Source: an optimization exercise on an open RTL-to-GDS flow (aim: small area, a short achievable clock period and few clock cycles per item). Production flows keep margins and buffers that such runs may drop. Power and IR drop assume default switching activity.

## alpha
// fp32_mul
module fp32_mul (
    input  wire        clk,
    input  wire        rst,
    input  wire        in_valid,
    input  wire [31:0] op_a,
    input  wire [31:0] op_b,
    output reg         out_valid,
    output reg  [31:0] result
);
  wire [7:0]  ea = op_a[30:23];
  wire [7:0]  eb = op_b[30:23];
  wire [22:0] fb = op_b[22:0];
  wire a_zero = (ea == 8'h00);
  wire b_zero = (eb == 8'h00);
  wire a_emax = (ea == 8'hFF);
  wire b_emax = (eb == 8'hFF);
  wire special = a_zero | b_zero | a_emax | b_emax;
  wire [25:0] bx = {2'b01, fb, 1'b0};
  wire [11:0] one0, two0, neg0;
  genvar gi;
  generate
    for (gi = 0; gi < 12; gi = gi + 1) begin : g_booth
      wire one_r = bx[2*gi+1] ^ bx[2*gi];
      wire two_r = (bx[2*gi+2] & ~bx[2*gi+1] & ~bx[2*gi]) |
                   (~bx[2*gi+2] & bx[2*gi+1] & bx[2*gi]);
      wire neg_r = bx[2*gi+2] & ~(bx[2*gi+1] & bx[2*gi]);
      assign one0[gi] = one_r & ~special;
      if (gi == 11) begin : g_top
        assign two0[gi] = two_r | special;
        assign neg0[gi] = neg_r | special;
      end else begin : g_low
        assign two0[gi] = two_r & ~special;
        assign neg0[gi] = neg_r & ~special;
      end
    end
  endgenerate
  reg        v1, sa1, sb1, az1, bz1, am1, bm1, fbnz1;
  reg [7:0]  ea1, eb1;
  reg [22:0] fa1;
  reg [11:0] one1, two1, neg1;
  always @(posedge clk) begin
    if (rst) v1 <= 1'b0; else v1 <= in_valid;
    sa1 <= op_a[31];
    sb1 <= op_b[31];
    az1 <= a_zero;
    bz1 <= b_zero;
    am1 <= a_emax;
    bm1 <= b_emax;
    fbnz1 <= |fb;
    ea1 <= ea;
    eb1 <= eb;
    fa1 <= op_a[22:0];
    one1 <= one0;
    two1 <= two0;
    neg1 <= neg0;
  end
  wire any_nan = (am1 & (|fa1)) | (bm1 & fbnz1);
  wire any_zero = az1 | bz1;
  wire any_inf = (am1 & ~(|fa1)) | (bm1 & ~fbnz1);
  wire zinf = ~any_nan & any_zero & any_inf;
  wire s1 = any_nan ? sa1 : zinf ? 1'b1 : (sa1 ^ sb1);
  wire q1 = any_nan | zinf;
  wire kill1 = (any_zero | any_inf) & ~any_nan;
  wire [7:0] esum;
  add8c u_eadd (.a(ea1), .b(eb1), .s(esum));
  wire [7:0] e1 = any_nan ? ea1 : any_zero ? (any_inf ? 8'hFF : 8'h00) :
                  any_inf ? 8'hFF : {~esum[7], esum[6:0]};
  wire [24:0] am = {1'b1, fa1, 1'b0};   
  wire [24:0] bp0;
  wire [24:0] bp1;
  ...
For scale: ~2200 cells after synthesis, ~100 I/O pins, ~22000 um^2 of cells after synthesis.
Settings: LEC_CHECK=0, CAP_MARGIN=20, CORE_MARGIN=2, CORE_UTILIZATION=60, CTS_CLUSTER_DIAMETER=120, CTS_CLUSTER_SIZE=25, SLEW_MARGIN=70, SYNTH_HIERARCHICAL=1; clock period 11.0 ns.
standard.sh (not shown) runs the stock make flow with config.mk's settings and CLKGATE_MAP_FILE= SYNTH_SCRIPT=/design/flow/synth_recipe.tcl, a recipe that flattens the netlist after the stock synthesis.
==> flow/flow/run.sh <==
#!/bin/bash
# Layout flow: the standard ORFS flow (standard.sh, unchanged synthesis),
# with the port buffers made from a regular buffer cell rather than the
# delay-buffer cell that buffer_ports picks by default.
set -euo pipefail
cd "$(dirname "$0")/.."
bash standard.sh "BUFFER_PORTS_ARGS=-buffer_cell sky130_fd_sc_hd__buf_2" finish > flow_make.log 2>&1
diff inputs: alpha => beta
--- a/flow/design.v
+++ b/flow/design.v
@@ -982,38 +982,40 @@
   assign z400 = (rq[16] ^ rq[17]) ^ (rq[14] | rq[15]);
   assign z401 = (rq[18] ^ rq[19]) ^ (rq[16] | rq[17]);
   assign z402 = (rq[20] ^ rq[21]) ^ (rq[18] | rq[19]);
   assign z403 = (rq[25] ^ fs233) ^ (rq[20] | rq[21]);
   assign z404 = (fs234 ^ fc233) ^ (rq[25] | fs233);
   assign z405 = (fs235 ^ fc234) ^ (fs234 | fc233);
   assign z406 = (fs236 ^ fc235) ^ (fs235 | fc234);
   assign z407 = (fs237 ^ fc236) ^ (fs236 | fc235);
   wire sticky = z393 | z394 | z395 | z396 | z397 | z398 | z399 | z400 | z401 | z402 | z403 | z404 | z405 | z406 | z407 | lownz2;
-  wire p47 = h[25];
-  wire [22:0] frac = p47 ? h[24:2] : h[23:1];
-  wire guard = p47 ? h[1] : h[0];
-  wire inc = guard & (sticky | frac[0]);
-  reg        v3, s3, q3, kill3, p47_3, inc3;
+  reg        v3, s3, q3, st3, kill3;
   reg [7:0]  e3;
-  reg [22:0] f3;
+  reg [25:0] h3;
   always @(posedge clk) begin
     if (rst) v3 <= 1'b0; else v3 <= v2;
     s3 <= s2;
     q3 <= q2;
     kill3 <= kill2;
     e3 <= e2;
-    p47_3 <= p47;
-    inc3 <= inc;
-    f3 <= frac;
+    st3 <= sticky;
+    h3 <= h;
   end
-  wire [22:0] rnd;
-  rnd23 u_rnd (.f(f3), .inc(inc3), .r(rnd));
-  wire [7:0] eo = e3 + {7'd0, p47_3};
+  wire [22:0] f0 = h3[23:1];
+  wire [22:0] f1 = h3[24:2];
+  wire i0 = h3[0] & (st3 | h3[1]);
+  wire i1 = h3[1] & (st3 | h3[2]);
+  wire [22:0] r0, r1;
+  rnd23 u_r0 (.f(f0), .inc(i0), .r(r0));
+  rnd23 u_r1 (.f(f1), .inc(i1), .r(r1));
+  wire p47 = h3[25];
+  wire [22:0] rnd = p47 ? r1 : r0;
+  wire [7:0] eo = e3 + {7'd0, p47};
   wire [22:0] fo = kill3 ? 23'd0 : rnd;
   wire [31:0] res = {s3, eo, fo[22] | q3, fo[21:0]};
   always @(posedge clk) begin
     if (rst) out_valid <= 1'b0; else out_valid <= v3;
     result <= res;
   end
 endmodule
 module rnd23 (input wire [22:0] f, input wire inc, output wire [22:0] r);
   wire [23:0] t;   
[summary]
- beta falls short of alpha in worst supply voltage drop on vdd.
- Of the two values seen for critical path endpoint, rq[36] was produced by beta and inc3 by alpha.
- Summary of beta over alpha: final routed wirelength across all metal layers rose about 5%, sequential cell count rose 2, share of the final layout cell area in multi-input gates rose 0.18 points, internal power fell about 7.5%.
- | final area | beta vs alpha | 2.6% higher |
- beta went all the way through synthesis, placement and routing and the layout is clean on timing, DRC and antenna.
- On setup slack: between alpha and beta, it ends up higher for beta.
Function was not checked in any run of this note: the RTL went through the layout flow alone.

-- afterwards: timing with drivers on the ports --
The results above use ideal ports. As a check the final layouts listed here were re-extracted and re-timed, cells and wires unchanged.
Step 1 sets driving cells, clkbuf_16 on the clock port and buf_2 on the other inputs (assumed; they add their load-dependent delay and slew).
Step 2 times the ports against the registers' clock, not the clock port: input delays grow and output delays shrink by t, the midpoint of the rising clock arrivals with the driver on.
Three values: ideal, step 1, step 2; two values: the first two.
run | t (ns) | setup WS [ns] | worst setup path after step 2 | worst data-port slew with drivers (ns)
alpha | 0.565 | 6.950 / 6.950 / 6.950 | register to register | 0.05
beta | 0.575 | 7.479 / 7.479 / 7.267 | input to register | 0.05
After both steps every run listed still meets setup and hold. The setup slack of beta, which loses most, moves by 0.000 ns with the drivers and by -0.212 ns with both steps.
